Source: an optimization exercise on an open RTL-to-GDS flow (aim: a short achievable clock period and few clock cycles). Production flows keep margins and buffers that such runs may drop.
Function was checked by simulation only, so behaviour that the tests miss may differ from the original.
Power and IR drop assume default switching activity.

### flow/run.sh
#!/bin/bash
set -euo pipefail
bash standard.sh \
  SETUP_SLACK_MARGIN=6.5 \
  "BUFFER_PORTS_ARGS=-buffer_cell sky130_fd_sc_hd__buf_4" \
  MATCH_CELL_FOOTPRINT=0 \
  finish > make_finish.log 2>&1
### standard.sh
#!/bin/bash
# synth_recipe.tcl (not shown) runs the flow's synth.tcl, then flattens the netlist and writes it again
# the make line also repeats each setting of config.mk as NAME=value (left out here)
make -C /OpenROAD-flow-scripts/flow DESIGN_CONFIG=/design/flow/config.mk WORK_HOME=/design/flow/orfs CLKGATE_MAP_FILE= SYNTH_SCRIPT=/design/flow/synth_recipe.tcl "${@:-finish}"
### config.mk
export PLATFORM = sky130hd
export DESIGN_NAME = mips
export DESIGN_NICKNAME = mips
export VERILOG_FILES = /design/flow/design.v
export SDC_FILE = /design/flow/constraint.sdc
export NUM_CORES = 4
export LEC_CHECK = 0
export ABC_CLOCK_PERIOD_IN_PS = 2500
export CAP_MARGIN = 20
export CORE_MARGIN = 2
export CORE_UTILIZATION = 55
export SETUP_SLACK_MARGIN = 5
export SLEW_MARGIN = 20
### constraint.sdc
create_clock -name core_clock -period 9.0 [get_ports {clk}]
set_input_delay 1.8000 -clock core_clock [delete_from_list [all_inputs] [get_ports {clk}]]
set_output_delay 1.8000 -clock core_clock [all_outputs]
set_load 0.01 [all_outputs]
### design.v
module regfile(input         clk,
               input         we,
               input  [4:0]  ra1, ra2, wa,
               input  [31:0] wd,
               output [31:0] rd1, rd2);
  reg [31:0] rf[31:1];
  always @(posedge clk)
    if (we && wa != 5'd0) rf[wa] <= wd;
  assign rd1 = (ra1 != 5'd0) ? rf[ra1] : 32'b0;
  assign rd2 = (ra2 != 5'd0) ? rf[ra2] : 32'b0;
endmodule
module loadsel(input      [31:0] a,
               input             lbu,
               input      [1:0]  off,
               output reg [31:0] y);
  always @(*)
    if (lbu)
      case (off)
        2'b00: y = {24'b0, a[7:0]};
        2'b01: y = {24'b0, a[15:8]};
        2'b10: y = {24'b0, a[23:16]};
        2'b11: y = {24'b0, a[31:24]};
      endcase
    else
      y = a;
endmodule
module mips(input         clk, reset,
            output [31:0] pc,
            input  [31:0] instr,
            output        memwrite,
            output [31:0] memaddr,
            output [31:0] memwritedata,
            input  [31:0] memreaddata);
  reg  [31:0] pc_r;          
  wire [31:0] pc4  = pc_r + 32'd4;
  wire        if_j = (instr[31:26] == 6'b000010);
  wire [31:0] jt   = {pc4[31:28], instr[25:0], 2'b00};
  reg         d_v;
  reg  [31:0] d_ir;
  reg  [31:0] d_pc4;
  reg         e_we;          
  reg         e_ld;          
  reg         e_lbu;
  reg         e_sw;
  reg         e_beq;
  reg         e_sel_add, e_sel_sub, e_sel_and, e_sel_or, e_sel_nor, e_sel_slt;
  reg  [4:0]  e_wr;
  reg  [31:0] e_a, e_b, e_sd;
  reg  [31:0] e_bt;
  reg         e_off0;        
  reg         e_off1;        
  reg         m_we, m_ld, m_lbu, m_sw;
  reg  [4:0]  m_wr;
  reg  [31:0] m_res;
  reg  [31:0] m_addr;
  reg  [31:0] m_sd;
  reg         w_we;
  reg  [4:0]  w_wr;
  reg  [31:0] w_res;
  wire [5:0] op    = d_ir[31:26];
  wire [5:0] funct = d_ir[5:0];
  wire [4:0] rs    = d_ir[25:21];
  wire [4:0] rt    = d_ir[20:16];
  wire [4:0] rd    = d_ir[15:11];
  wire isR    = (op == 6'b000000);
  wire isLW   = (op == 6'b100011);
  wire isLBU  = (op == 6'b100100);
  wire isSW   = (op == 6'b101011);
  wire isBEQ  = (op == 6'b000100);
  wire isJ    = (op == 6'b000010);
  wire isADDI = (op == 6'b001000) | (op == 6'b001001);
  wire isORI  = (op == 6'b001101);
  wire isANDI = (op == 6'b001100);
  wire isLUI  = (op == 6'b001111);
  wire fAND = (funct == 6'b100100);
  wire fOR  = (funct == 6'b100101);
  wire fNOR = (funct == 6'b100111);
  wire fSLT = (funct == 6'b101010);
  wire fSUB = (funct == 6'b100010) | (funct == 6'b100011);
  wire       d_regw = isR | isLW | isLBU | isADDI | isORI | isANDI | isLUI;
  wire [4:0] d_wr   = isR ? rd : rt;
  wire       d_we   = d_v & d_regw & (d_wr != 5'd0);
  wire       d_ld   = isLW | isLBU;
  wire       use_rt = isR | isSW | isBEQ;
  wire       alusrc = ~(isR | isBEQ);
  wire [31:0] simm = {{16{d_ir[15]}}, d_ir[15:0]};
  wire        d_bz = isBEQ & (rs == rt);               
  wire [31:0] d_bt = d_pc4 + {simm[29:0], 2'b00};
  wire [31:0] imm  = isLUI ? {d_ir[15:0], 16'b0} :
                     (isORI | isANDI) ? {16'b0, d_ir[15:0]} : simm;
  wire [31:0] rf_a, rf_b;
  regfile rf(.clk(clk), .we(w_we), .ra1(rs), .ra2(rt), .wa(w_wr),
             .wd(w_res), .rd1(rf_a), .rd2(rf_b));
  wire [31:0] m_lddata;
  loadsel ls(.a(memreaddata), .lbu(m_lbu), .off(m_res[1:0]), .y(m_lddata));
  wire [31:0] m_val = m_ld ? m_lddata : m_res;
  wire a_m = m_we & (m_wr == rs);
  wire a_w = w_we & (w_wr == rs);
  wire b_m = m_we & (m_wr == rt);
  wire b_w = w_we & (w_wr == rt);
  wire [31:0] va = a_m ? m_val : a_w ? w_res : rf_a;
  wire [31:0] vb = b_m ? m_val : b_w ? w_res : rf_b;
  wire a_e = e_we & (e_wr == rs);
  wire b_e = e_we & (e_wr == rt);
  wire [31:0] sum  = e_a + e_b;
  wire [31:0] diff = e_a - e_b;
  wire [31:0] aor  = e_a | e_b;
  wire [31:0] res  = ({32{e_sel_add}} & sum) |
                     ({32{e_sel_sub}} & diff) |
                     ({32{e_sel_and}} & (e_a & e_b)) |
                     ({32{e_sel_or}}  & aor) |
                     ({32{e_sel_nor}} & ~aor) |
                     {31'b0, e_sel_slt & diff[31]};
  wire eq     = e_beq & (e_a == e_b);
  wire taken  = eq & ~e_off0 & ~(e_off1 & ~isJ);
  wire squash = eq & ~e_off0;
  wire stall  = d_v & e_ld & ~d_bz & (a_e | (b_e & use_rt));
  wire idtake = d_v & d_bz & (d_ir[15:0] != 16'd0) & ~squash;
  wire        jsel    = if_j & ~taken & ~idtake & ~stall;
  wire [31:0] pc_seq  = taken ? e_bt : idtake ? d_bt : stall ? pc_r : pc4;
  always @(posedge clk, posedge reset)
    if (reset) begin
      pc_r  <= 32'b0;
      d_v   <= 1'b0;
      e_we <= 1'b0; e_ld <= 1'b0; e_sw <= 1'b0; e_beq <= 1'b0;
      m_we <= 1'b0; m_ld <= 1'b0; m_sw <= 1'b0;
      w_we <= 1'b0;
    end else begin
      pc_r  <= jsel ? jt  : pc_seq;
      if (taken | idtake) d_v <= 1'b0;
      else if (!stall)    d_v <= 1'b1;
      if (squash | stall) begin
        e_we <= 1'b0; e_ld <= 1'b0; e_sw <= 1'b0; e_beq <= 1'b0;
      end else begin
        e_we  <= d_we;
        e_ld  <= d_v & d_ld;
        e_sw  <= d_v & isSW;
        e_beq <= d_v & isBEQ & ~d_bz;
      end
      m_we <= e_we;
      m_ld <= e_ld;
      m_sw <= e_sw;
      w_we <= m_we;
    end
  always @(posedge clk) begin
    if (!stall) begin
      d_ir  <= instr;
      d_pc4 <= pc4;
    end
    e_lbu     <= isLBU;
    e_sel_add <= isR ? (funct[5:1] == 5'b10000) : ~(isORI | isANDI);
    e_sel_sub <= isR & fSUB;
    e_sel_and <= (isR & fAND) | isANDI;
    e_sel_or  <= (isR & fOR) | isORI;
    e_sel_nor <= isR & fNOR;
    e_sel_slt <= isR & fSLT;
    e_wr      <= d_wr;
    e_a       <= a_e ? res : va;
    e_b       <= (b_e & ~alusrc) ? res : alusrc ? imm : vb;
    e_sd      <= b_e ? res : vb;
    e_bt      <= d_bt;
    e_off0    <= (d_ir[15:0] == 16'd0);
    e_off1    <= (d_ir[15:0] == 16'd1);
    m_lbu  <= e_lbu;
    m_wr   <= e_wr;
    m_res  <= res;
    m_addr <= {sum[31:2], sum[1:0] & {2{~e_lbu}}};
    m_sd   <= e_sd;
    w_wr  <= m_wr;
    w_res <= m_val;
  end
  assign pc           = pc_r;
  assign memwrite     = m_sw;
  assign memaddr      = m_addr;
  assign memwritedata = m_sd;
endmodule
==> run notes, run 1 <==
* Status: timing/DRC/antenna clean
* Hold slack at 0.322 ns
* Post-synth EDFFs at 1,056
* Crit-path cells: ha_4, fa_2, a21oi_2, nor2b_2, a311o_1, a221o_1, a21oi_4, o22ai_4, a311o_1, a221o_1, xor2_1, o21a_1
* Hold buffer count at CTS at 0
* Tmin final at 3.41 ns
* RSZ-0062 raised after global routing: yes
* Clk sinks at 1,388
* Clk root buf: clkbuf_16
* Initial antenna violation count at 5
* Largest net degree at the start of global routing at 54
* Total CTS buffers at 147
* Crit path max-delay family: compound AO/OA/AOI/OAI gates
* Crit-path max cell delay at 0.43 ns
* Syn Nets at 4,687
* Async S/R FF share, synth at 2.95%
* Pre-antenna DRT Iters at 6
* Starting density of the core at 55.6%
* Detail Route Antenna Nets at 0
* # setup viols final at 0
* Syn_area_per_cell at 14.9 um^2
* Worst R2R Start: d_pc4[2]
* Number of fill cells in the layout at 7,843
* H-tree Lvls at 4
* Most frequent cells in the layout: 1,056 x edfxtp_1, 541 x mux4_2, 358 x buf_4
* Critical Path AT at 4.10 ns
* Final Util at 70.8%
* Hold path depth at 0
* Slowest-stage cell, CP: edfxtp_1
* GRT Total Usage at 38.0%
* Final #Nets at 5,266
* Crit start category: flip-flop
* Clk latency of the worst-skew pair at 0.81 ns
* Max Slew Vio Count at 0
* Cell count after synthesis at 4,492
* Gpl congestion at 0.955
* Violation count after the first detailed-routing iteration at 6,751
* Clk pin slew, worst setup/hold paths at 0.06 ns
* I/O pin count at 163
* CTS tree: done
* VDD IR max at 0.214 mV
* Mapped cell area at 66,800 um^2
* Fmax at 294 MHz
* Hpwl dp at 123,000 um
* Yosys reg bits at 1,388
* First-pass GRT wire length at 335,000 um
* Final hold vios at 0
* Critical Path Fanout Max at 3
* Sequential share of the synthesized area at 57.7%
* Worst Path Buf+Inv at 0
* Die height at 353 um
* Stages on worst setup path at 12
* Clock Path Buffers at 3
* CP endpoint kind: flip-flop
* Die area at 124,000 um^2
* Remaining Overflow, GRT at 0
* Routed WL at 240,000 um
* Avg WL per Cell at 35.3 um
* # diodes at 0
* Worst min-delay path category: reg -> reg
* Max-Slew Margin vs Limit at 24.2%
* Via count at 47,300
* Hold path start: e_sd[31]
* Setup_tns at 0 ns
* Yosys warning count at 3
* Die Wd at 353 um
* Vias in the first global route at 46,200
* Setup CP Type: reg -> reg
* Skew final at 0.0161 ns
* Setup crit start: d_pc4[2]
* Most common cell after layout, fill and taps aside: edfxtp_1
* Share of cells above drive strength 1 at 42.7%
* Tcrit/Tclk final at 37.8%
* Distinct cells, synth at 92
* Core box area at 120,000 um^2
* Final WS setup at 5.59 ns
* Leak at 0.0304 uW
* CP required at 9.69 ns
* Most used DFF post-synth: edfxtp_1
* Dpl ws at 4.47 ns
* Max Cap Violations at 0
* Layout area overhead at 27.4%
* Pin slew with the least headroom to its limit at 1.14 ns
* # DRC at 0
* Site Rows at 127
* PwrDens at 226 nW/um^2
* IO Port Bufs at 162
* Post-DR vias/cell at 6.95
* Worst R2R Path Depth at 12
-- power by group --
part / leakage [uW] / total (uW) / switching [uW] / internal, uW
Sequential: 0.0125 / 8600 / 684 / 7920
Combinational: 0.0154 / 4380 / 2350 / 2020
Clock: 0.00241 / 6230 / 2610 / 3620
Total: 0.0304 / 19200 / 5640 / 13600
-- logic make-up after synthesis --
logic type	count (synthesis)	share of synthesized area, %
xor+xnor	137	1.80
mux	710	20.8
buf+inv	477	2.94
simple gates	744	5.24
flops	1388	57.7
compound gates	907	9.05
fa+ha+maj	129	2.45
-- metal layers --
layer / track usage, % / routed length (um) / up-vias
met2: 57.8 / 110000 / 3141
met5: 0 / 163 / -
met3: 8.47 / 26800 / 687
li1: - / - / 19100
met1: 51.7 / 88200 / 24300
met4: 19.7 / 14700 / 6
-- path summary, 6_finish.rpt --
kind,end,slack [ns]
worst max-delay path,pc_r[30],5.59
worst min-delay path,m_sd[31],0.32
worst max register to register,pc_r[30],5.59
worst min register to register,m_sd[31],0.32
max in group asynchronous,pc_r[8],7.30
min in group asynchronous,pc_r[28],1.18
-- cell usage after synthesis, types with 16 or more instances --
library cell,n,share of area [%]
a211oi_1,132,1.5
a21o_1,69,0.78
a21oi_1,240,1.8
a221o_1,35,0.52
a221oi_1,45,0.59
a22o_1,19,0.25
a31oi_1,20,0.19
and3_1,26,0.24
buf_1,24,0.13
buf_2,83,0.62
buf_4,16,0.18
clkbuf_1,204,1.1
dfrtp_1,41,1.5
dfxtp_1,291,8.7
edfxtp_1,1056,47
ha_1,126,2.4
inv_1,139,0.78
mux2_2,34,0.57
mux2i_1,134,2.0
mux4_2,541,18
nand2_1,191,1.1
nand3_1,50,0.37
nand4_1,20,0.19
nor2_1,266,1.5
nor2b_1,61,0.57
nor3_1,26,0.19
nor4_1,33,0.31
o211ai_1,27,0.30
o21a_1,18,0.20
o21ai_0,112,0.84
o21ai_1,61,0.46
o22ai_1,19,0.18
xnor2_1,77,1.0
xor2_1,60,0.79
-- repair_timing --
action,CTS,global route
hold endpoints to repair,0,0
gates resized for setup,820,281
buffers inserted,344,93
cloned,64,7
pin swaps,209,140
endpoints found under the setup margin,730,1039
-- state kept, by name, summed over array words and instances (netlist names), 5 cells and up, named ones only --
name	count
w_res	32
rf.rf	992
e_wr	5
e_b	32
m_addr	32
e_a	32
e_sd	32
pc_r	32
m_res	32
m_sd	32
d_pc4	32
w_wr	5
d_ir	32
m_wr	5
e_bt	32
-- final cells by class --
type                            instances  area (um^2)  area share (%)
Timing Repair inverter                  4         50.0          0.0588
Clock inverter                         76          821           0.964
Tap cell                             1612         2020            2.37
Multi-Input combinational cell       2636        30200            35.5
Clock buffer                          189         4050            4.76
Timing Repair Buffer                  745         8610            10.1
Inverter                              149          611           0.717
Sequential cell                      1388        38800            45.5
-- metrics by stage --
step / instance area (um^2) / total power [uW] / instances
2_1_floorplan: 67900 / 10400 / 4492
5_1_grt: 85100 / 19700 / 6799
3_5_place_dp: 70300 / 11600 / 6026
3_3_place_gp: 70300 / 11600 / 6026
4_1_cts: 83000 / 18800 / 6699
6_report: 85100 / 19200 / 6799
Testbench counts, summed over its fixed seeds: cycles 62,901.
==> run 2, diff against run 1 <==
--- a/design.v
+++ b/design.v
@@ -32,12 +32,18 @@
             output [31:0] memwritedata,
             input  [31:0] memreaddata);
   reg  [31:0] pc_r;          
-  wire [31:0] pc4  = pc_r + 32'd4;
+  reg  [31:0] pcb_r;         
+  reg         pcb_j;
+  wire [31:0] pcb4 = pcb_r + 32'd4;
+  wire [31:0] pcb8 = pcb_r + 32'd8;
+  wire [31:0] pc4  = pcb_j ? pcb4 : pcb_r;      
+  wire [31:0] pc8  = pcb_j ? pcb8 : pcb4;       
   wire        if_j = (instr[31:26] == 6'b000010);
   wire [31:0] jt   = {pc4[31:28], instr[25:0], 2'b00};
   reg         d_v;
   reg  [31:0] d_ir;
   reg  [31:0] d_pc4;
+  reg  [13:0] d_hip, d_him;  
   reg         e_we;          
   reg         e_ld;          
   reg         e_lbu;
@@ -85,7 +91,10 @@
   wire       alusrc = ~(isR | isBEQ);
   wire [31:0] simm = {{16{d_ir[15]}}, d_ir[15:0]};
   wire        d_bz = isBEQ & (rs == rt);               
-  wire [31:0] d_bt = d_pc4 + {simm[29:0], 2'b00};
+  wire [18:0] btlo = {1'b0, d_pc4[17:0]} + {1'b0, d_ir[15:0], 2'b00};
+  wire        bneg = d_ir[15];
+  wire [13:0] bthi = (btlo[18] == bneg) ? d_pc4[31:18] : bneg ? d_him : d_hip;
+  wire [31:0] d_bt = {bthi, btlo[17:0]};
   wire [31:0] imm  = isLUI ? {d_ir[15:0], 16'b0} :
                      (isORI | isANDI) ? {16'b0, d_ir[15:0]} : simm;
   wire [31:0] rf_a, rf_b;
@@ -94,39 +103,61 @@
   wire [31:0] m_lddata;
   loadsel ls(.a(memreaddata), .lbu(m_lbu), .off(m_res[1:0]), .y(m_lddata));
   wire [31:0] m_val = m_ld ? m_lddata : m_res;
+  wire a_e = e_we & (e_wr == rs);
+  wire b_e = e_we & (e_wr == rt);
   wire a_m = m_we & (m_wr == rs);
   wire a_w = w_we & (w_wr == rs);
   wire b_m = m_we & (m_wr == rt);
   wire b_w = w_we & (w_wr == rt);
-  wire [31:0] va = a_m ? m_val : a_w ? w_res : rf_a;
-  wire [31:0] vb = b_m ? m_val : b_w ? w_res : rf_b;
-  wire a_e = e_we & (e_wr == rs);
-  wire b_e = e_we & (e_wr == rt);
+  wire [31:0] va_old = a_m ? m_res : a_w ? w_res : rf_a;    
+  wire [31:0] vb_old = b_m ? m_res : b_w ? w_res : rf_b;
+  wire        a_ld   = a_m & m_ld;
+  wire        b_ld   = b_m & m_ld;
   wire [31:0] sum  = e_a + e_b;
   wire [31:0] diff = e_a - e_b;
   wire [31:0] aor  = e_a | e_b;
-  wire [31:0] res  = ({32{e_sel_add}} & sum) |
-                     ({32{e_sel_sub}} & diff) |
-                     ({32{e_sel_and}} & (e_a & e_b)) |
+  wire [31:0] lres = ({32{e_sel_and}} & (e_a & e_b)) |
                      ({32{e_sel_or}}  & aor) |
                      ({32{e_sel_nor}} & ~aor) |
                      {31'b0, e_sel_slt & diff[31]};
+  wire [31:0] res  = ({32{e_sel_add}} & sum) | ({32{e_sel_sub}} & diff) | lres;
+  wire        sa_add = a_e & e_sel_add, sa_sub = a_e & e_sel_sub;
+  wire        sa_ld  = ~a_e & a_ld, sa_old = ~a_e & ~a_ld;
+  wire        bx_e   = b_e & ~alusrc;
+  wire        sb_add = bx_e & e_sel_add, sb_sub = bx_e & e_sel_sub;
+  wire        sb_ld  = ~alusrc & ~b_e & b_ld, sb_old = ~alusrc & ~b_e & ~b_ld;
+  wire        sd_add = b_e & e_sel_add, sd_sub = b_e & e_sel_sub;
+  wire        sd_ld  = ~b_e & b_ld, sd_old = ~b_e & ~b_ld;
+  wire [31:0] nx_a  = ({32{sa_add}} & sum) | ({32{sa_sub}} & diff) |
+                      ({32{a_e}} & lres) | ({32{sa_ld}} & m_lddata) |
+                      ({32{sa_old}} & va_old);
+  wire [31:0] nx_b  = ({32{sb_add}} & sum) | ({32{sb_sub}} & diff) |
+                      ({32{bx_e}} & lres) | ({32{sb_ld}} & m_lddata) |
+                      ({32{sb_old}} & vb_old) | ({32{alusrc}} & imm);
+  wire [31:0] nx_sd = ({32{sd_add}} & sum) | ({32{sd_sub}} & diff) |
+                      ({32{b_e}} & lres) | ({32{sd_ld}} & m_lddata) |
+                      ({32{sd_old}} & vb_old);
   wire eq     = e_beq & (e_a == e_b);
   wire taken  = eq & ~e_off0 & ~(e_off1 & ~isJ);
   wire squash = eq & ~e_off0;
   wire stall  = d_v & e_ld & ~d_bz & (a_e | (b_e & use_rt));
   wire idtake = d_v & d_bz & (d_ir[15:0] != 16'd0) & ~squash;
   wire        jsel    = if_j & ~taken & ~idtake & ~stall;
-  wire [31:0] pc_seq  = taken ? e_bt : idtake ? d_bt : stall ? pc_r : pc4;
+  wire        redir   = taken | idtake;
+  wire [31:0] rtgt    = taken ? e_bt : d_bt;
   always @(posedge clk, posedge reset)
     if (reset) begin
       pc_r  <= 32'b0;
+      pcb_r <= 32'b0;
+      pcb_j <= 1'b1;
       d_v   <= 1'b0;
       e_we <= 1'b0; e_ld <= 1'b0; e_sw <= 1'b0; e_beq <= 1'b0;
       m_we <= 1'b0; m_ld <= 1'b0; m_sw <= 1'b0;
       w_we <= 1'b0;
     end else begin
-      pc_r  <= jsel ? jt  : pc_seq;
+      pc_r  <= jsel ? jt : redir ? rtgt : stall ? pc_r  : pc4;
+      pcb_r <= jsel ? jt : redir ? rtgt : stall ? pcb_r : pc8;
+      pcb_j <= jsel | redir | (stall & pcb_j);
       if (taken | idtake) d_v <= 1'b0;
       else if (!stall)    d_v <= 1'b1;
       if (squash | stall) begin
@@ -146,6 +177,8 @@
     if (!stall) begin
       d_ir  <= instr;
       d_pc4 <= pc4;
+      d_hip <= pc4[31:18] + 14'd1;
+      d_him <= pc4[31:18] - 14'd1;
     end
     e_lbu     <= isLBU;
     e_sel_add <= isR ? (funct[5:1] == 5'b10000) : ~(isORI | isANDI);
@@ -155,9 +188,9 @@
     e_sel_nor <= isR & fNOR;
     e_sel_slt <= isR & fSLT;
     e_wr      <= d_wr;
-    e_a       <= a_e ? res : va;
-    e_b       <= (b_e & ~alusrc) ? res : alusrc ? imm : vb;
-    e_sd      <= b_e ? res : vb;
+    e_a       <= nx_a;
+    e_b       <= nx_b;
+    e_sd      <= nx_sd;
     e_bt      <= d_bt;
     e_off0    <= (d_ir[15:0] == 16'd0);
     e_off1    <= (d_ir[15:0] == 16'd1);
==> run 2 against run 1 <==
Still clean on timing, DRC and antenna. Register-to-register slack gained 0.099 ns. Combinational power grew 19%. Non-clock buffer count grew 208. Critical path type unchanged.
==> run notes, run 2 <==
* H-tree Lvls at 4 (unchanged)
* Yosys reg bits at 1,448 (+4.3%)
* Core box area at 128,000 um^2 (+6.0%)
* Logic pwr share at 25.0% (+2.2 points)
* Worst R2R Path Depth at 13 (+1)
* RSZ-0062 raised after global routing: yes
* Final WS setup at 5.69 ns (+0.0992 ns)
* Clk root buf: clkbuf_16
* Final hold vios at 0 (unchanged)
* Reg with most FFs: rf.rf
* Gpl congestion at 0.973 (+1.8%)
* IO Port Bufs at 162 (unchanged)
* Crit-path cells: inv_4, ha_4, buf_12, nor4_4, nand2_1, or4_4, o21ai_4, buf_12, nor2_4, buf_12, a22oi_2, o31ai_1, or3_1
* VDD IR max at 0.219 mV (+2.4%)
* Die height at 363 um (+2.8%)
* Max Slew Vio Count at 0 (unchanged)
* Wire length on met1 at 97,000 um (+9.9%)
* CP required at 9.68 ns (about the same)
* Pre-antenna DRT Iters at 8 (+2)
* Setup_tns at 0 ns (unchanged)
* Detail Route met3 WL at 28,200 um (+5.4%)
* Reg2Reg Setup Slack at 5.69 ns (+0.10 ns)
* Total CTS buffers at 154 (+4.8%)
* I/O pin count at 163 (unchanged)
* Remaining Overflow, GRT at 0 (unchanged)
* Worst Path Buf+Inv at 4 (+4)
* Most used DFF post-synth: edfxtp_1
* Switch Pwr at 6270 uW (+11%)
* Max-Slew Margin vs Limit at 18.2% (-6.0 points)
* Starting density of the core at 55.5% (-0.10 points)
* CP endpoint kind: flip-flop
* Placed Instances at 6,503 (+7.9%)
* Met2 WL at 118,000 um (+7.9%)
* Via count at 52,500 (+11%)
* Status: timing/DRC/antenna clean
* Hpwl dp at 140,000 um (+14%)
* Tmin final at 3.31 ns (-0.0992 ns)
* Async S/R FF share, synth at 5.11% (+2.2 points)
* Crit start category: flip-flop
* Setup CP Type: reg -> reg
* Clock power frac at 31.7% (-0.7 points)
* Layout area overhead at 30.5%
* Worst min-delay path category: reg -> reg
* Clk sinks at 1,448 (+4.3%)
* Critical Path Fanout Max at 8 (+5)
* Pin slew with the least headroom to its limit at 1.21 ns (+0.0793 ns)
* Site Rows at 131 (+3.1%)
* Fmax at 302 MHz (+3.0%)
* Number of fill cells in the layout at 8,089 (+3.1%)
* Hold path depth at 0 (unchanged)
* # DRC at 0 (unchanged)
* Violation count after the first detailed-routing iteration at 7,492 (+11%)
* Slowest-stage cell, CP: or4_4
* Most common cell in the netlist: edfxtp_1
* Hold slack at 0.320 ns (-0.00193 ns)
* Non-filler cells in the finished layout at 7,492 (+10%)
* Clk pin slew, worst setup/hold paths at 0.06 ns (about the same)
* Internal power at 14,600 uW (+8.0%)
* Skew final at 0.0412 ns (+0.0251 ns)
* CTS tree: done
* Yosys warning count at 3 (unchanged)
* Most frequent cells in the layout: 1,083 x edfxtp_1, 532 x mux4_2, 489 x buf_4
* Multi-input gate area at 33,400 um^2 (+11%)
* Cell count after synthesis at 4,940 (+10%)
* R2r endpoint: pcb_r[24]
* Initial antenna violation count at 7 (+2)
* Critical Path AT at 3.98 ns (-0.12 ns)
* Worst Hold Path EP: m_sd[11]
* Switch share at 30.0% (+0.60 points)
* Final instance area at 92,300 um^2 (+8.4%)
* Synth top area cells: edfxtp_1 46%, mux4_2 17%, dfxtp_1 8.2%, dfrtp_1 2.6%, mux2i_1 2.3%
* Synth area leader: edfxtp_1
* Syn_area_per_cell at 14.3 um^2 (-3.8%)
* Post-DR vias/cell at 7.01 (+0.79%)
* Largest register FFs at 992 (unchanged)
* Avg WL per Cell at 34.8 um (-1.4%)
* Most common cell after layout, fill and taps aside: edfxtp_1
* Die Wd at 363 um (+2.8%)
* DR top layer: met5
* Die area at 131,000 um^2 (+5.8%)
* Post-synth EDFFs at 1,083 (+2.6%)
* Vias in the first global route at 50,600 (+9.5%)
* Reg power frac at 43.4% (-1.4 points)
* Tcrit/Tclk final at 36.7% (-1.1 points)
* Clock Path Buffers at 3 (unchanged)
* Synth cell count leaders: 1,083 x edfxtp_1, 532 x mux4_2, 291 x dfxtp_1
* Top cell type's share of synthesized area at 46.0% (-1.5 points)
* Final #Nets at 5,885 (+12%)
* PwrDens at 227 nW/um^2 (+0.43%)
* Seq. cell area at 40,400 um^2 (+4.3%)
* Leak at 0.0329 uW (+8.3%)
* Max Cap Violations at 0 (unchanged)
* First-pass GRT wire length at 363,000 um (+8.4%)
* Worst R2R Start: e_a[7]
* Clk latency of the worst-skew pair at 0.81 ns (about the same)
* Most frequent CP cell: buf_12
* Sequential share of the synthesized area at 56.9% (-0.86 points)
* # setup viols final at 0 (unchanged)
* Routed WL at 260,000 um (+8.7%)
* Placed cell area at 74,900 um^2 (+6.5%)
* Hold path start: e_sd[11]
* Detail Route Antenna Nets at 0 (unchanged)
* Dpl ws at 4.58 ns (+0.109 ns)
* Largest net degree at the start of global routing at 75 (+39%)
* Syn Nets at 5,125 (+9.3%)
* Distinct cells, synth at 93 (+1.1%)
* Mapped cell area at 70,700 um^2 (+5.8%)
* Crit path max-delay family: simple AND/OR/NAND/NOR gates
* GRT Total Usage at 39.0% (+1.0 points)
* Crit-path max cell delay at 0.65 ns (+0.22 ns)
* Share of cells above drive strength 1 at 44.8% (+2.1 points)
## run 2: cell count changes after synthesis, moves of 28 or more
cell and change:
o21ai_0 +66, o21ai_1 -53, nand2_1 +43, dfrtp_1 +32, clkbuf_1 +31, nor3_1 +31
mux2i_1 +29, a21oi_1 +28
## run 2: worst max path at each step
stage,from,end,slack (ns),cells past startpoint
floorplan,memreaddata[22],e_b[6],5.88,8
global placement,e_a[20],pc_r[4],4.66,13
detailed placement,e_a[20],pc_r[4],4.58,13
CTS,pc_r[14],pc[14],5.76,1
global route,e_a[3],pcb_r[24],5.66,13
finish,e_a[7],pcb_r[24],5.69,13
## run 2: what timing repair did
item	in CTS	in global routing
buffers inserted	435	195
resized for setup	995	375
gates cloned	70	2
hold buffers	0	0
pin swaps	308	224
setup endpoints to repair	770	747
## run 2: cell type report
| type | instances | area share (%) |
|---|---|---|
| antenna | 1 | 0.00271 |
| clock buffer | 203 | 4.60 |
| clock inverter | 82 | 1.07 |
| inverter | 161 | 0.756 |
| multi-input combinational | 2975 | 36.2 |
| sequential | 1448 | 43.8 |
| tap | 1662 | 2.25 |
| timing repair buffer | 953 | 11.2 |
| timing repair inverter | 7 | 0.107 |
## run 2: worst reg2reg max path, stage by stage, from the launching register on
cell	delay [ns]
dfxtp_4	0.40
inv_4	0.05
ha_4	0.26
buf_12	0.14
nor4_4	0.27
nand2_1	0.09
or4_4	0.65
o21ai_4	0.30
buf_12	0.24
nor2_4	0.08
buf_12	0.15
a22oi_2	0.13
o31ai_1	0.10
or3_1	0.32
## run 2: stage by stage
stage	utilization, %	total power [uW]
CTS	70.0	20300
floorplan	-	11200
global route	72.4	21500
finish	72.4	20900
global placement	58.7	12500
detailed placement	58.7	12600
## run 2: cell families (layout without fill, tap and decap cells)
kind of cell             count (synthesis)  count (layout)  share of synthesized area, %
flip-flops                            1448            1448                          56.9
multiplexers                           719             719                          19.6
adder cells (fa/ha/maj)                119             119                          2.14
other                                    0               1                             0
AND/OR/NAND/NOR                        897             902                          6.11
buffers and inverters                  525            1406                          2.97
AO/OA/AOI/OAI                         1078            1081                          10.4
XOR/XNOR                               154             154                          1.91
## run 2: layer usage
metal | vias to the layer above | GRT usage, %
met5 | - | 0.407
met4 | 8 | 20.8
met3 | 747 | 7.67
met2 | 3508 | 59.2
met1 | 27000 | 53.7
li1 | 21200 | -
## run 2: power groups by stage
stage	combinational, uW	sequential, uW	clock (uW)
after global routing	5450	9140	6930
after global placement	3410	9130	0
after floorplan	2260	8910	0
after CTS	4610	9040	6660
after detailed placement	3420	9150	0
final	5220	9070	6620
Testbench counts of run 2, summed over its fixed seeds: cycles 62,901.
==> run 3, diff against run 2 <==
--- a/design.v
+++ b/design.v
@@ -43,7 +43,7 @@
   reg         d_v;
   reg  [31:0] d_ir;
   reg  [31:0] d_pc4;
-  reg  [13:0] d_hip, d_him;  
+  reg  [23:0] d_pch1;        
   reg         e_we;          
   reg         e_ld;          
   reg         e_lbu;
@@ -52,6 +52,7 @@
   reg         e_sel_add, e_sel_sub, e_sel_and, e_sel_or, e_sel_nor, e_sel_slt;
   reg  [4:0]  e_wr;
   reg  [31:0] e_a, e_b, e_sd;
+  reg         e_fsd;         
   reg  [31:0] e_bt;
   reg         e_off0;        
   reg         e_off1;        
@@ -87,14 +88,12 @@
   wire [4:0] d_wr   = isR ? rd : rt;
   wire       d_we   = d_v & d_regw & (d_wr != 5'd0);
   wire       d_ld   = isLW | isLBU;
-  wire       use_rt = isR | isSW | isBEQ;
+  wire       use_rt = isR | isBEQ;      
   wire       alusrc = ~(isR | isBEQ);
   wire [31:0] simm = {{16{d_ir[15]}}, d_ir[15:0]};
-  wire        d_bz = isBEQ & (rs == rt);               
-  wire [18:0] btlo = {1'b0, d_pc4[17:0]} + {1'b0, d_ir[15:0], 2'b00};
-  wire        bneg = d_ir[15];
-  wire [13:0] bthi = (btlo[18] == bneg) ? d_pc4[31:18] : bneg ? d_him : d_hip;
-  wire [31:0] d_bt = {bthi, btlo[17:0]};
+  wire        d_bz = isBEQ & (rs == rt) & (d_ir[15:6] == 10'd0) & (d_ir[5:0] != 6'd0);
+  wire [8:0]  sblo = {1'b0, d_pc4[7:0]} + {1'b0, d_ir[5:0], 2'b00};
+  wire [31:0] d_sbt = {sblo[8] ? d_pch1 : d_pc4[31:8], sblo[7:0]};
   wire [31:0] imm  = isLUI ? {d_ir[15:0], 16'b0} :
                      (isORI | isANDI) ? {16'b0, d_ir[15:0]} : simm;
   wire [31:0] rf_a, rf_b;
@@ -126,25 +125,22 @@
   wire        bx_e   = b_e & ~alusrc;
   wire        sb_add = bx_e & e_sel_add, sb_sub = bx_e & e_sel_sub;
   wire        sb_ld  = ~alusrc & ~b_e & b_ld, sb_old = ~alusrc & ~b_e & ~b_ld;
-  wire        sd_add = b_e & e_sel_add, sd_sub = b_e & e_sel_sub;
-  wire        sd_ld  = ~b_e & b_ld, sd_old = ~b_e & ~b_ld;
+  wire        sd_ld  = b_ld;
   wire [31:0] nx_a  = ({32{sa_add}} & sum) | ({32{sa_sub}} & diff) |
                       ({32{a_e}} & lres) | ({32{sa_ld}} & m_lddata) |
                       ({32{sa_old}} & va_old);
   wire [31:0] nx_b  = ({32{sb_add}} & sum) | ({32{sb_sub}} & diff) |
                       ({32{bx_e}} & lres) | ({32{sb_ld}} & m_lddata) |
                       ({32{sb_old}} & vb_old) | ({32{alusrc}} & imm);
-  wire [31:0] nx_sd = ({32{sd_add}} & sum) | ({32{sd_sub}} & diff) |
-                      ({32{b_e}} & lres) | ({32{sd_ld}} & m_lddata) |
-                      ({32{sd_old}} & vb_old);
+  wire [31:0] nx_sd = sd_ld ? m_lddata : vb_old;    
   wire eq     = e_beq & (e_a == e_b);
   wire taken  = eq & ~e_off0 & ~(e_off1 & ~isJ);
   wire squash = eq & ~e_off0;
   wire stall  = d_v & e_ld & ~d_bz & (a_e | (b_e & use_rt));
-  wire idtake = d_v & d_bz & (d_ir[15:0] != 16'd0) & ~squash;
+  wire idtake = d_v & d_bz & ~squash;
   wire        jsel    = if_j & ~taken & ~idtake & ~stall;
   wire        redir   = taken | idtake;
-  wire [31:0] rtgt    = taken ? e_bt : d_bt;
+  wire [31:0] rtgt    = taken ? e_bt : d_sbt;
   always @(posedge clk, posedge reset)
     if (reset) begin
       pc_r  <= 32'b0;
@@ -177,8 +173,7 @@
     if (!stall) begin
       d_ir  <= instr;
       d_pc4 <= pc4;
-      d_hip <= pc4[31:18] + 14'd1;
-      d_him <= pc4[31:18] - 14'd1;
+      d_pch1 <= pc4[31:8] + 24'd1;
     end
     e_lbu     <= isLBU;
     e_sel_add <= isR ? (funct[5:1] == 5'b10000) : ~(isORI | isANDI);
@@ -191,14 +186,15 @@
     e_a       <= nx_a;
     e_b       <= nx_b;
     e_sd      <= nx_sd;
-    e_bt      <= d_bt;
+    e_fsd     <= b_e;
+    e_bt      <= d_pc4 + {simm[29:0], 2'b00};
     e_off0    <= (d_ir[15:0] == 16'd0);
     e_off1    <= (d_ir[15:0] == 16'd1);
     m_lbu  <= e_lbu;
     m_wr   <= e_wr;
     m_res  <= res;
     m_addr <= {sum[31:2], sum[1:0] & {2{~e_lbu}}};
-    m_sd   <= e_sd;
+    m_sd   <= e_fsd ? m_val : e_sd;
     w_wr  <= m_wr;
     w_res <= m_val;
   end
==> run 3 against run 2 <==
Via count up 2.0%. Clock skew fell by 0.012 ns. Non-clock buffer count is 11 lower. Fmax is 12% lower.
==> run notes, run 3 <==
* PwrDens at 221 nW/um^2 (-2.6%)
* Leak at 0.0335 uW (+1.9%)
* Max Slew Vio Count at 0 (unchanged)
* RSZ-0062 raised after global routing: yes
* Layout area overhead at 31.3%
* Clk sinks at 1,446 (-0.14%)
* Clock power frac at 31.6% (about the same)
* Synth cell count leaders: 1,080 x edfxtp_1, 550 x mux4_2, 353 x nor2_1
* Final hold vios at 0 (unchanged)
* Pre-antenna DRT Iters at 9 (+1)
* Worst min-delay path category: reg -> reg
* Fmax at 265 MHz (-12%)
* Hold slack at 0.349 ns (+0.0296 ns)
* Final instance area at 93,200 um^2 (+1.0%)
* Vias in the first global route at 50,800 (+0.43%)
* Status: timing/DRC/antenna clean
* Final Util at 72.9% (+0.54 points)
* Yosys warning count at 3 (unchanged)
* Via count at 53,500 (+2.0%)
* GRT Total Usage at 40.8% (+1.7 points)
* Remaining Overflow, GRT at 0 (unchanged)
* Avg WL per Cell at 36.6 um (+5.4%)
* Max Cap Violations at 0 (unchanged)
* Worst R2R Path Depth at 13 (unchanged)
* Seq. cell area at 40,400 um^2 (-0.17%)
* Logic pwr share at 24.2% (-0.8 points)
* Hold path depth at 0 (unchanged)
* Setup_tns at 0 ns (unchanged)
* VDD IR max at 0.197 mV (-10%)
* IO Port Bufs at 162 (unchanged)
* Crit-path max cell delay at 0.61 ns (-0.04 ns)
* First-pass GRT wire length at 376,000 um (+3.7%)
* Setup CP Type: reg -> reg
* Most common cell after layout, fill and taps aside: edfxtp_1
* Total CTS buffers at 156 (+1.3%)
* Most frequent CP cell: or4_4
* Most common cell in the netlist: edfxtp_1
* Initial antenna violation count at 11 (+4)
* Die Wd at 363 um (+0.22%)
* Distinct cells, synth at 92 (-1.1%)
* Async S/R FF share, synth at 5.12% (+0.0071 points)
* Hold buffer count at CTS at 0 (unchanged)
* Syn_area_per_cell at 14.3 um^2 (-0.20%)
* Core box area at 128,000 um^2 (+0.26%)
* Routed WL at 276,000 um (+5.9%)
* Number of fill cells in the layout at 8,061 (-0.35%)
* Placed cell area at 75,000 um^2 (about the same)
* Critical Path Fanout Max at 8 (unchanged)
* # DRC at 0 (unchanged)
* Crit start category: flip-flop
* Synth top area cells: edfxtp_1 46%, mux4_2 17%, dfxtp_1 8.2%, dfrtp_1 2.6%, mux2i_1 2.4%
* Largest register FFs at 992 (unchanged)
* Reg power frac at 44.1% (+0.7 points)
* Cell count after synthesis at 4,972 (+0.65%)
* Pin slew with the least headroom to its limit at 1.22 ns (+0.00638 ns)
* Gpl congestion at 0.958 (-1.5%)
* CP required at 9.68 ns (about the same)
* Tcrit/Tclk final at 41.9% (+5.1 points)
* Post-synth EDFFs at 1,080 (-0.28%)
* Share of cells above drive strength 1 at 44.9% (+0.13 points)
* Internal power at 14,200 uW (-2.7%)
* CP endpoint kind: flip-flop
* Site Rows at 131 (unchanged)
* Largest net degree at the start of global routing at 63 (-16%)
* Top cell type's share of synthesized area at 45.7% (-0.33 points)
* Post-DR vias/cell at 7.11 (+1.4%)
* Tmin final at 3.77 ns (+0.463 ns)
* Skew final at 0.0289 ns (-0.0123 ns)
* Syn Nets at 5,169 (+0.86%)
* Crit-path cells: inv_2, ha_4, or4_4, or4_4, nor4b_4, clkbuf_16, a21o_4, nor3_4, buf_12, a221oi_4, o21ai_2, buf_4, o22a_1
* Die height at 363 um (+0.22%)
* Max-Slew Margin vs Limit at 17.9% (-0.32 points)
* Detail Route Antenna Nets at 0 (unchanged)
* # setup viols final at 0 (unchanged)
* Sequential share of the synthesized area at 56.5% (-0.35 points)
* Power, Total at 20,600 uW (-1.6%)
* H-tree Lvls at 4 (unchanged)
* I/O pin count at 163 (unchanged)
* CTS tree: done
* Switch Pwr at 6330 uW (+1.0%)
* Critical Path AT at 4.45 ns (+0.47 ns)
* Die area at 132,000 um^2 (+0.44%)
* Mapped cell area at 71,000 um^2 (+0.45%)
* Final #Nets at 5,932 (+0.80%)
* Most used DFF post-synth: edfxtp_1
* Slowest-stage cell, CP: or4_4
* Violation count after the first detailed-routing iteration at 7,587 (+1.3%)
* Clk root buf: clkbuf_16
* Hpwl dp at 145,000 um (+3.3%)
* Reg with most FFs: rf.rf
* Switch share at 30.8% (+0.79 points)
* Synth area leader: edfxtp_1
* Multi-input gate area at 34,200 um^2 (+2.5%)
* Starting density of the core at 55.6% (+0.10 points)
* Clk latency of the worst-skew pair at 0.81 ns (about the same)
* Most frequent cells in the layout: 1,080 x edfxtp_1, 550 x mux4_2, 502 x buf_4
* Clock Path Buffers at 3 (unchanged)
* Clk pin slew, worst setup/hold paths at 0.06 ns (about the same)
* Yosys reg bits at 1,446 (-0.14%)
## run 3: cell types whose count changed in the layout (fill, tap and decap cells not counted), sizes merged, moves of 22 or more
cell,before,now
a21oi,268,304
nor2,265,357
mux2,24,51
a221oi,41,67
a22o,39,8
a211oi,125,103
## run 3: critical path: cells and delay by family, from the launching register on
family / cells / cell delay, ns
and+or+nand+nor: 4 / 1.56
AOI/OAI and AO/OA: 4 / 0.81
buffers and inverters: 4 / 0.58
DFF: 1 / 0.41
adders and majority gates: 1 / 0.25
## run 3: logic make-up after synthesis
family / after synthesis / share of synthesized area (%)
flip-flops: 1446 / 56.5
AO/OA/AOI/OAI: 1012 / 9.57
AND/OR/NAND/NOR: 930 / 6.12
multiplexers: 772 / 20.7
buffers and inverters: 523 / 2.87
XOR/XNOR: 158 / 1.95
adder cells (fa/ha/maj): 131 / 2.34
## run 3: layout make-up
cell class	instances	area share [%]
Antenna cell	1	0.00268
Clock buffer	207	4.67
Clock inverter	84	0.858
Inverter	177	0.757
Multi-Input combinational cell	3010	36.7
Sequential cell	1446	43.3
Tap cell	1662	2.23
Timing Repair Buffer	942	11.4
Timing Repair inverter	2	0.0242
## run 3: worst paths after layout
path,startpoint,endpoint,slack [ns]
min in group asynchronous,reset,pcb_r[21],0.96
max in group asynchronous,reset,pcb_r[9],6.79
hold reg to reg,e_sw,m_sw,0.35
setup reg to reg,e_a[11],pc_r[18],5.23
hold / removal,e_sw,m_sw,0.35
setup / recovery,e_a[11],pc_r[18],5.23
## run 3: layer usage
layer  track usage [%]  wire, um
met2              60.7    122000
met3              10.7     35500
met4              22.3     18800
met1              55.1     99300
met5                 0        51
## run 3: repair_timing
item	in CTS	in global routing
gates cloned	74	10
pin swaps	237	209
hold endpoints to repair	0	0
buffers inserted	395	210
gates resized for setup	976	431
endpoints found under the setup margin	852	747
## run 3: stage by stage
| step | std cells | setup WS, ns |
|---|---|---|
| after floorplan | 4972 | 5.59 |
| after global routing | 7530 | 5.19 |
| after detailed placement | 6549 | 4.28 |
| after global placement | 6548 | 4.30 |
| final | 7531 | 5.23 |
| after CTS | 7309 | 5.37 |
## run 3: power by group through the flow
stage	clock, uW	combinational (uW)	sequential (uW)
2_1_floorplan	0	2180	8860
3_3_place_gp	0	3360	9120
3_5_place_dp	0	3400	9120
4_1_cts	6520	4430	9020
5_1_grt	6800	5200	9140
6_report	6510	4980	9080
Testbench counts of run 3, summed over its fixed seeds: cycles 62,865.
==> run 4, diff against run 3 <==
--- a/design.v
+++ b/design.v
@@ -134,13 +134,13 @@
                       ({32{sb_old}} & vb_old) | ({32{alusrc}} & imm);
   wire [31:0] nx_sd = sd_ld ? m_lddata : vb_old;    
   wire eq     = e_beq & (e_a == e_b);
-  wire taken  = eq & ~e_off0 & ~(e_off1 & ~isJ);
+  wire taken  = eq & ~e_off0 & ~(e_off1 & d_v & ~isJ & ~d_bz);
   wire squash = eq & ~e_off0;
   wire stall  = d_v & e_ld & ~d_bz & (a_e | (b_e & use_rt));
-  wire idtake = d_v & d_bz & ~squash;
-  wire        jsel    = if_j & ~taken & ~idtake & ~stall;
-  wire        redir   = taken | idtake;
-  wire [31:0] rtgt    = taken ? e_bt : d_sbt;
+  wire idtake = d_v & d_bz;    
+  wire        jsel    = if_j & ~idtake & ~stall;
+  wire [31:0] pc_id   = jsel ? jt : idtake ? d_sbt : stall ? pc_r  : pc4;
+  wire [31:0] pcb_id  = jsel ? jt : idtake ? d_sbt : stall ? pcb_r : pc8;
   always @(posedge clk, posedge reset)
     if (reset) begin
       pc_r  <= 32'b0;
@@ -151,9 +151,9 @@
       m_we <= 1'b0; m_ld <= 1'b0; m_sw <= 1'b0;
       w_we <= 1'b0;
     end else begin
-      pc_r  <= jsel ? jt : redir ? rtgt : stall ? pc_r  : pc4;
-      pcb_r <= jsel ? jt : redir ? rtgt : stall ? pcb_r : pc8;
-      pcb_j <= jsel | redir | (stall & pcb_j);
+      pc_r  <= taken ? e_bt : pc_id;
+      pcb_r <= taken ? e_bt : pcb_id;
+      pcb_j <= taken | jsel | idtake | (stall & pcb_j);
       if (taken | idtake) d_v <= 1'b0;
       else if (!stall)    d_v <= 1'b1;
       if (squash | stall) begin
==> run 4 against run 3 <==
Hold slack better by 0.034 ns. Largest power group unchanged. Combinational power about the same. Global-route usage down 0.95 points. Critical path depth up 2. Routed wire length down 1.9%. Synthesized area about the same. Highest routed layer is now met4. Non-clock buffer count up 24.
==> run notes, run 4 <==
* M1 GR Usage at 54.7% (-0.44 points)
* Most common cell after layout, fill and taps aside: edfxtp_1
* Hpwl dp at 145,000 um (+0.11%)
* Layout area overhead at 31.6%
* Distinct cells, synth at 92 (unchanged)
* Remaining Overflow, GRT at 0 (unchanged)
* CP endpoint kind: flip-flop
* # DRC at 0 (unchanged)
* Largest net degree at the start of global routing at 70 (+11%)
* Mapped cell area at 71,100 um^2 (about the same)
* Async S/R FF share, synth at 5.12% (unchanged)
* Detail Route Antenna Nets at 0 (unchanged)
* Tmin final at 3.33 ns (-0.438 ns)
* Largest register FFs at 992 (unchanged)
* Synth cell count leaders: 1,080 x edfxtp_1, 550 x mux4_2, 342 x nor2_1
* Post-DR vias/cell at 7.08 (-0.35%)
* Met2 usage at 60.8% (about the same)
* VDD IR max at 0.247 mV (+25%)
* Die area at 132,000 um^2 (about the same)
* Top cell type's share of synthesized area at 45.6% (about the same)
* Synth top area cells: edfxtp_1 46%, mux4_2 17%, dfxtp_1 8.2%, dfrtp_1 2.6%, ha_1 2.3%
* Worst min-delay path category: reg -> reg
* Pre-antenna DRT Iters at 8 (-1)
* Most used DFF post-synth: edfxtp_1
* Setup_tns at 0 ns (unchanged)
* Routed WL at 271,000 um (-1.9%)
* Die Wd at 363 um (about the same)
* Adder-cell share of the synthesized area at 2.34% (about the same)
* PwrDens at 220 nW/um^2 (-0.29%)
* Power, Total at 20,600 uW (about the same)
* Critical Path Fanout Max at 4 (-4)
* Final hold vios at 0 (unchanged)
* Yosys warning count at 3 (unchanged)
* Synth Area in XOR/XNOR at 1.95% (about the same)
* Max Slew Vio Count at 0 (unchanged)
* Gpl congestion at 0.961 (+0.37%)
* Syn Nets at 5,179 (+0.19%)
* Simple logic cell fraction of the synthesized area at 6.24% (+0.13 points)
* Share of cells above drive strength 1 at 45.8% (+0.87 points)
* Clock Path Buffers at 3 (unchanged)
* Clk root buf: clkbuf_16
* Most common cell in the netlist: edfxtp_1
* Critical Path AT at 4.01 ns (-0.44 ns)
* Crit start category: flip-flop
* Clk pin slew, worst setup/hold paths at 0.06 ns (about the same)
* Max-Slew Margin vs Limit at 20.5% (+2.6 points)
* Avg WL per Cell at 35.8 um (-2.2%)
* Via count at 53,500 (-0.021%)
* H-tree Lvls at 4 (unchanged)
* GRT met3 Usage at 8.04% (-2.7 points)
* Setup CP Type: reg -> reg
* Yosys reg bits at 1,446 (unchanged)
* Syn_area_per_cell at 14.3 um^2 (-0.16%)
* Pin slew with the least headroom to its limit at 1.19 ns (-0.0291 ns)
* Status: timing/DRC/antenna clean
* Violation count after the first detailed-routing iteration at 8,190 (+7.9%)
* RSZ-0062 raised after global routing: yes
* Number of fill cells in the layout at 8,027 (-0.42%)
* I/O pin count at 163 (unchanged)
* GRT Total Usage at 39.8% (-0.95 points)
* Reg with most FFs: rf.rf
* Largest family of logic cells by synthesized area: multiplexers
* Sequential share of the synthesized area at 56.5% (about the same)
* Final #Nets at 5,954 (+0.37%)
* Die height at 363 um (about the same)
* Hold buffer count at CTS at 0 (unchanged)
* First-pass GRT wire length at 370,000 um (-1.6%)
* Vias in the first global route at 50,400 (-0.75%)
* CP required at 9.68 ns (about the same)
* Initial antenna violation count at 4 (-7)
* Clk latency of the worst-skew pair at 0.81 ns (about the same)
* Total CTS buffers at 156 (unchanged)
* Site Rows at 131 (unchanged)
* Most frequent cells in the layout: 1,080 x edfxtp_1, 550 x mux4_2, 482 x buf_4
* CTS tree: done
* Clk sinks at 1,446 (unchanged)
* Tcrit/Tclk final at 37.0% (-4.9 points)
* Leak at 0.0338 uW (+0.91%)
* Skew final at 0.0298 ns (+0.000956 ns)
* Busiest grt layer: met2
* Cell count after synthesis at 4,982 (+0.20%)
* IO Port Bufs at 162 (unchanged)
* Post-synth EDFFs at 1,080 (unchanged)
* Max Cap Violations at 0 (unchanged)
* Starting density of the core at 55.6% (about the same)
* Synth Area in Compound Gates at 9.32% (-0.25 points)
* Core box area at 128,000 um^2 (unchanged)
* Mux cell area share after synthesis at 20.7% (about the same)
* Fmax at 300 MHz (+13%)
* Synth area leader: edfxtp_1
* # setup viols final at 0 (unchanged)
run 4: changes by cell type after synthesis, sizes merged, moves of 10 or more:
cell / previous run / this run
a211oi: 103 / 129
nand3: 53 / 71
o22a: 19 / 3
o21ai: 171 / 157
o21a: 16 / 29
nor2: 355 / 343
a31oi: 30 / 19
mux2i: 171 / 160
mux2: 51 / 61
nand2: 236 / 226
run 4: cell families after synthesis:
logic type	after synthesis
AO/OA/AOI/OAI	1001
XOR/XNOR	158
adder cells (fa/ha/maj)	131
buffers and inverters	539
flip-flops	1446
multiplexers	771
AND/OR/NAND/NOR	936
run 4: through the flow:
stage | hold slack [ns] | util [%] | std cells | area (um^2) | worst slack (ns)
floorplan | 0.331 | - | 4982 | 72900 | 5.81
global placement | 0.358 | 58.7 | 6555 | 75100 | 4.48
detailed placement | 0.363 | 58.7 | 6557 | 75100 | 4.44
CTS | 0.377 | 69.9 | 7317 | 89400 | 5.78
global route | 0.398 | 73.2 | 7553 | 93500 | 5.70
finish | 0.384 | 73.2 | 7556 | 93500 | 5.67
run 4: worst max-delay path, stage by stage (launching register included):
cell and delay [ns]:
dfxtp_4 0.43, inv_4 0.06, ha_4 0.27, o21ba_4 0.20, or4_4 0.41, and4_4 0.18, o211ai_1 0.30, buf_4 0.18
buf_6 0.08, buf_6 0.08, buf_6 0.10, nand3_4 0.10, a311oi_2 0.37, a41oi_4 0.07, buf_12 0.19, a21o_1 0.17
run 4: worst paths after layout:
check / endpoint / depth (start not counted) / from / slack, ns
setup / recovery: e_a[21] / 15 / e_a[1] / 5.67
hold / removal: m_wr[4] / 0 / e_wr[4] / 0.38
setup reg to reg: e_a[21] / 15 / e_a[1] / 5.67
hold reg to reg: m_wr[4] / 0 / e_wr[4] / 0.38
max in group asynchronous: pcb_j / 4 / reset / 7.14
min in group asynchronous: pc_r[5] / 2 / reset / 0.92
run 4: routing by layer:
metal	vias up	wire length (um)
met5	-	0
met4	0	17500
met3	830	32500
met2	4086	123000
met1	27300	97600
li1	21300	-
run 4: cell type report:
class                   instances  area, um^2  share of cell area, %
diodes                          4        10.0                 0.0107
repair inverters                3        52.6                 0.0562
inverters                     180         712                  0.761
clock buffers                 192        4170                   4.46
clock inverters                99        1010                   1.08
multi-input cells            3004       34100                   36.5
flip-flops and latches       1446       40300                   43.1
well taps                    1662        2080                   2.22
repair buffers                966       11000                   11.8
run 4: power by group:
| group | switching [uW] | total, uW | leakage (uW) | internal, uW |
|---|---|---|---|---|
| registers | 830 | 9030 | 0.0132 | 8200 |
| clock network | 2790 | 6570 | 0.00252 | 3780 |
| logic | 2620 | 4990 | 0.0181 | 2370 |
run 4: timing repair:
item,4_1_cts,5_1_grt
gates resized for setup,1023,476
endpoints found under the hold margin,0,0
cloned,60,23
endpoints found under the setup margin,980,878
pin swaps,259,267
setup buffers,409,211
Testbench counts of run 4, summed over its fixed seeds: cycles 62,865.
==> run 5, diff against run 4 <==
--- a/design.v
+++ b/design.v
@@ -49,7 +49,8 @@
   reg         e_lbu;
   reg         e_sw;
   reg         e_beq;
-  reg         e_sel_add, e_sel_sub, e_sel_and, e_sel_or, e_sel_nor, e_sel_slt;
+  reg         e_sel_ar, e_sel_and, e_sel_or, e_sel_nor, e_sel_slt;
+  reg         e_cin;         
   reg  [4:0]  e_wr;
   reg  [31:0] e_a, e_b, e_sd;
   reg         e_fsd;         
@@ -112,26 +113,29 @@
   wire [31:0] vb_old = b_m ? m_res : b_w ? w_res : rf_b;
   wire        a_ld   = a_m & m_ld;
   wire        b_ld   = b_m & m_ld;
-  wire [31:0] sum  = e_a + e_b;
-  wire [31:0] diff = e_a - e_b;
+  wire [32:0] sum1 = {e_a, 1'b1} + {e_b, e_cin};
+  wire [31:0] sum  = sum1[32:1];
   wire [31:0] aor  = e_a | e_b;
   wire [31:0] lres = ({32{e_sel_and}} & (e_a & e_b)) |
                      ({32{e_sel_or}}  & aor) |
                      ({32{e_sel_nor}} & ~aor) |
-                     {31'b0, e_sel_slt & diff[31]};
-  wire [31:0] res  = ({32{e_sel_add}} & sum) | ({32{e_sel_sub}} & diff) | lres;
-  wire        sa_add = a_e & e_sel_add, sa_sub = a_e & e_sel_sub;
+                     {31'b0, e_sel_slt & sum[31]};
+  wire [31:0] res  = ({32{e_sel_ar}} & sum) | lres;
+  wire        d_sub  = isR & (fSUB | fSLT);
+  wire [31:0] bn     = {32{d_sub}};
+  wire        sa_ar  = a_e & e_sel_ar;
   wire        sa_ld  = ~a_e & a_ld, sa_old = ~a_e & ~a_ld;
   wire        bx_e   = b_e & ~alusrc;
-  wire        sb_add = bx_e & e_sel_add, sb_sub = bx_e & e_sel_sub;
+  wire        sbp_ar = bx_e & e_sel_ar & ~d_sub, sbn_ar = bx_e & e_sel_ar & d_sub;
+  wire        sb_lg  = bx_e & ~e_sel_ar;
   wire        sb_ld  = ~alusrc & ~b_e & b_ld, sb_old = ~alusrc & ~b_e & ~b_ld;
   wire        sd_ld  = b_ld;
-  wire [31:0] nx_a  = ({32{sa_add}} & sum) | ({32{sa_sub}} & diff) |
+  wire [31:0] nx_a  = ({32{sa_ar}} & sum) |
                       ({32{a_e}} & lres) | ({32{sa_ld}} & m_lddata) |
                       ({32{sa_old}} & va_old);
-  wire [31:0] nx_b  = ({32{sb_add}} & sum) | ({32{sb_sub}} & diff) |
-                      ({32{bx_e}} & lres) | ({32{sb_ld}} & m_lddata) |
-                      ({32{sb_old}} & vb_old) | ({32{alusrc}} & imm);
+  wire [31:0] nx_b  = ({32{sbp_ar}} & sum) | ({32{sbn_ar}} & ~sum) |
+                      ({32{sb_lg}} & (lres ^ bn)) | ({32{sb_ld}} & (m_lddata ^ bn)) |
+                      ({32{sb_old}} & (vb_old ^ bn)) | ({32{alusrc}} & imm);
   wire [31:0] nx_sd = sd_ld ? m_lddata : vb_old;    
   wire eq     = e_beq & (e_a == e_b);
   wire taken  = eq & ~e_off0 & ~(e_off1 & d_v & ~isJ & ~d_bz);
@@ -176,8 +180,8 @@
       d_pch1 <= pc4[31:8] + 24'd1;
     end
     e_lbu     <= isLBU;
-    e_sel_add <= isR ? (funct[5:1] == 5'b10000) : ~(isORI | isANDI);
-    e_sel_sub <= isR & fSUB;
+    e_sel_ar  <= isR ? (funct[5:1] == 5'b10000) | fSUB : ~(isORI | isANDI);
+    e_cin     <= d_sub;
     e_sel_and <= (isR & fAND) | isANDI;
     e_sel_or  <= (isR & fOR) | isORI;
     e_sel_nor <= isR & fNOR;
==> run 5 against run 4 <==
Non-clock buffer count increased by 72. Hold slack got worse by 0.032 ns. Core utilization increased by 1.6 points. Global-route usage increased by 2.6 points. Clock-buffer cell count increased by 5. Largest cell class unchanged.
==> run notes, run 5 <==
* Most common cell in the netlist: edfxtp_1
* Gpl congestion at 0.959 (-0.26%)
* H-tree Lvls at 4 (unchanged)
* Synth cell count leaders: 1,080 x edfxtp_1, 481 x mux4_2, 370 x nor2_1
* CP endpoint kind: output pin
* Async S/R FF share, synth at 5.12% (unchanged)
* Critical Path Fanout Max at 2 (-2)
* Yosys reg bits at 1,446 (unchanged)
* Max-Slew Margin vs Limit at 24.4% (+4.0 points)
* Number of fill cells in the layout at 7,616 (-5.1%)
* Largest register FFs at 992 (unchanged)
* Synth top area cells: edfxtp_1 46%, mux4_2 15%, dfxtp_1 8.2%, mux2i_1 2.8%, dfrtp_1 2.6%
* Detail Route Antenna Nets at 0 (unchanged)
* I/O pin count at 163 (unchanged)
* Clk pin slew, worst setup/hold paths at 0.07 ns (about the same)
* Crit-path max cell delay at 0.47 ns (+0.04 ns)
* Fmax at 307 MHz (+2.4%)
* Clock Path Buffers at 3 (unchanged)
* Crit start category: flip-flop
* Initial antenna violation count at 12 (+8)
* Routed WL at 290,000 um (+7.2%)
* Most common cell after layout, fill and taps aside: edfxtp_1
* Clk sinks at 1,446 (unchanged)
* Hold slack at 0.351 ns (-0.0322 ns)
* Placed Instances at 6,644 (+1.3%)
* Largest net degree at the start of global routing at 91 (+30%)
* CP required at 7.20 ns (-2.48 ns)
* Share of cells above drive strength 1 at 47.1% (+1.3 points)
* Yosys warning count at 3 (unchanged)
* Skew final at 0.0416 ns (+0.0117 ns)
* IO Port Bufs at 162 (unchanged)
* Top cell type's share of synthesized area at 45.6% (-0.064 points)
* Die height at 364 um (about the same)
* Mapped cell area at 71,200 um^2 (+0.14%)
* Power, Total at 21,000 uW (+1.9%)
* Setup_tns at 0 ns (unchanged)
* Pin slew with the least headroom to its limit at 1.13 ns (-0.0583 ns)
* GRT Total Usage at 42.4% (+2.6 points)
* Clk root buf: clkbuf_16
* Vias in the first global route at 51,900 (+2.9%)
* PwrDens at 219 nW/um^2 (-0.38%)
* # setup viols final at 0 (unchanged)
* Violation count after the first detailed-routing iteration at 8,601 (+5.0%)
* Pre-antenna DRT Iters at 7 (-1)
* VDD IR max at 0.228 mV (-7.7%)
* Slowest-stage cell, CP: dfrtp_2
* Syn_area_per_cell at 14.2 um^2 (-0.16%)
* Leak at 0.0346 uW (+2.5%)
* Most frequent cells in the layout: 1,080 x edfxtp_1, 509 x buf_4, 497 x mux4_2
* Final hold vios at 0 (unchanged)
* CTS tree: done
* Via count at 55,100 (+2.9%)
* Distinct cells, synth at 108 (+17%)
* Most used DFF post-synth: edfxtp_1
* Max Slew Vio Count at 0 (unchanged)
* # DRC at 0 (unchanged)
* Worst min-delay path category: reg -> reg
* Cell count after synthesis at 4,997 (+0.30%)
* Avg WL per Cell at 37.6 um (+5.1%)
* Final #Nets at 6,012 (+0.97%)
* Clk latency of the worst-skew pair at 0.83 ns (+0.02 ns)
* Die area at 132,000 um^2 (+0.14%)
* Tmin final at 3.25 ns (-0.0778 ns)
* Worst Path Buf+Inv at 1 (-5)
* Critical Path AT at 1.45 ns (-2.56 ns)
* Multi-input gate area at 35,000 um^2 (+2.6%)
* Non-filler cells in the finished layout at 7,709 (+2.0%)
* Layout area overhead at 34.4%
* Die Wd at 364 um (about the same)
* Status: timing/DRC/antenna clean
* Site Rows at 131 (unchanged)
* Post-synth EDFFs at 1,080 (unchanged)
* Seq. cell area at 40,300 um^2 (about the same)
* Remaining Overflow, GRT at 0 (unchanged)
* Hpwl dp at 146,000 um (+0.86%)
* Synth area leader: edfxtp_1
* Hold buffer count at CTS at 0 (unchanged)
* Setup CP Type: reg -> out
* RSZ-0062 raised after global routing: yes
* Total CTS buffers at 156 (unchanged)
* Sequential share of the synthesized area at 56.4% (-0.079 points)
* Max Cap Violations at 0 (unchanged)
* Starting density of the core at 55.6% (about the same)
* Core box area at 128,000 um^2 (+0.13%)
* Post-DR vias/cell at 7.14 (+0.84%)
* Crit path max-delay family: flip-flops
* Reg with most FFs: rf.rf
* First-pass GRT wire length at 391,000 um (+5.7%)
* Crit-path cells: buf_6
* Syn Nets at 5,162 (-0.33%)
* Tcrit/Tclk final at 36.2% (-0.86 points)
run 5: cell count changes in the layout (fill, tap and decap cells not counted), moves of 28 or more:
cell / previous run / this run
mux4_2: 550 / 497
buf_12: 85 / 115
a21o_1: 44 / 86
a211oi_2: 41 / 69
mux2i_1: 128 / 179
a21oi_2: 97 / 66
a21oi_1: 179 / 145
ha_1: 76 / 43
inv_1: 158 / 122
run 5: worst paths after layout:
kind	from	end	slack, ns	cells after the start
setup / recovery	pc_r[12]	pc[12]	5.75	1
min in group asynchronous	reset	pc_r[28]	1.10	2
hold reg to reg	e_sw	m_sw	0.35	0
max in group asynchronous	reset	m_ld	6.65	3
hold / removal	e_sw	m_sw	0.35	0
setup reg to reg	flip-flop	e_b[20]	5.80	11
run 5: layer usage:
metal,wire (um),GRT usage [%],vias to the layer above
met1,101000,55.9,28000
met4,20900,23.4,10
met3,36900,10.4,1060
li1,-,-,21600
met2,131000,65.1,4422
met5,68,0,-
run 5: cell families (layout without fill, tap and decap cells):
kind of cell / count (synthesis) / after routing / synth area share, %
AOI/OAI and AO/OA: 1026 / 1027 / 9.97
other: 0 / 3 / 0
buffers and inverters: 516 / 1483 / 3.32
adders and majority gates: 99 / 99 / 1.76
xor gates and xnor gates: 176 / 176 / 2.17
muxes: 766 / 766 / 19.9
and+or+nand+nor: 968 / 980 / 6.48
DFF: 1446 / 1446 / 56.4
run 5: area by class of cell:
class	count	share of cell area (%)
antenna	3	0.00785
timing repair inverter	5	0.0889
clock buffer	197	4.32
sequential	1446	42.2
inverter	152	0.641
tap	1729	2.26
multi-input combinational	3048	36.6
timing repair buffer	1038	12.8
clock inverter	91	1.16
run 5: repair_timing:
action,4_1_cts,5_1_grt
setup buffers,466,185
setup endpoints to repair,674,971
resized for setup,1252,484
pin swaps,369,268
gates cloned,112,11
endpoints found under the hold margin,0,0
run 5: power by group:
group          switching, uW  total (uW)  internal (uW)
Combinational           2830        5140           2310
Sequential               814        9150           8330
Clock                   2850        6690           3840
Total                   6500       21000          14500
run 5: through the flow:
step	instance area (um^2)	setup slack [ns]	utilization [%]
4_1_cts	91800	5.75	71.7
2_1_floorplan	72600	5.80	-
3_5_place_dp	74900	4.31	58.5
6_report	95700	5.75	74.7
3_3_place_gp	74900	4.40	58.5
5_1_grt	95600	5.73	74.7
Testbench counts of run 5, summed over its fixed seeds: cycles 62,865.

==> static timing again, ports no longer ideal <==
In the flow no input, the clock included, has a driving cell. The finished layouts below were timed again as built, in two steps.
Step 1: set_driving_cell puts a clkbuf_16 on clk and a buf_2 on each other input, an assumption about the parent block.
Step 2 moves the port delays by t, midway between the first and last clock arrival at a register: inputs arrive t later, outputs are due t later. That takes back most of the time a late clock gives input paths.
Three values: ideal ports, drivers, drivers and shift; two values: the first two.
run	t (ns)	slack for setup (ns)	clock arrival spread, ns	worst slew at a driven data input, ns	pins driven straight from the clock port
run 1	0.879	5.594 / 5.594 / 5.223	0.023 / 0.022	0.05	1
run 2	0.869	5.693 / 5.693 / 4.995	0.043 / 0.043	0.05	1
run 3	0.878	5.230 / 5.230 / 5.159	0.032 / 0.032	0.07	1
run 4	0.877	5.668 / 5.668 / 5.343	0.031 / 0.032	0.04	1
run 5	0.893	5.746 / 5.664 / 5.172	0.041 / 0.042	0.05	1
After both steps setup and hold are still met in every run listed. For run 2, which loses most, drivers alone change the setup slack by 0.000 ns; drivers and shift together by -0.698 ns.
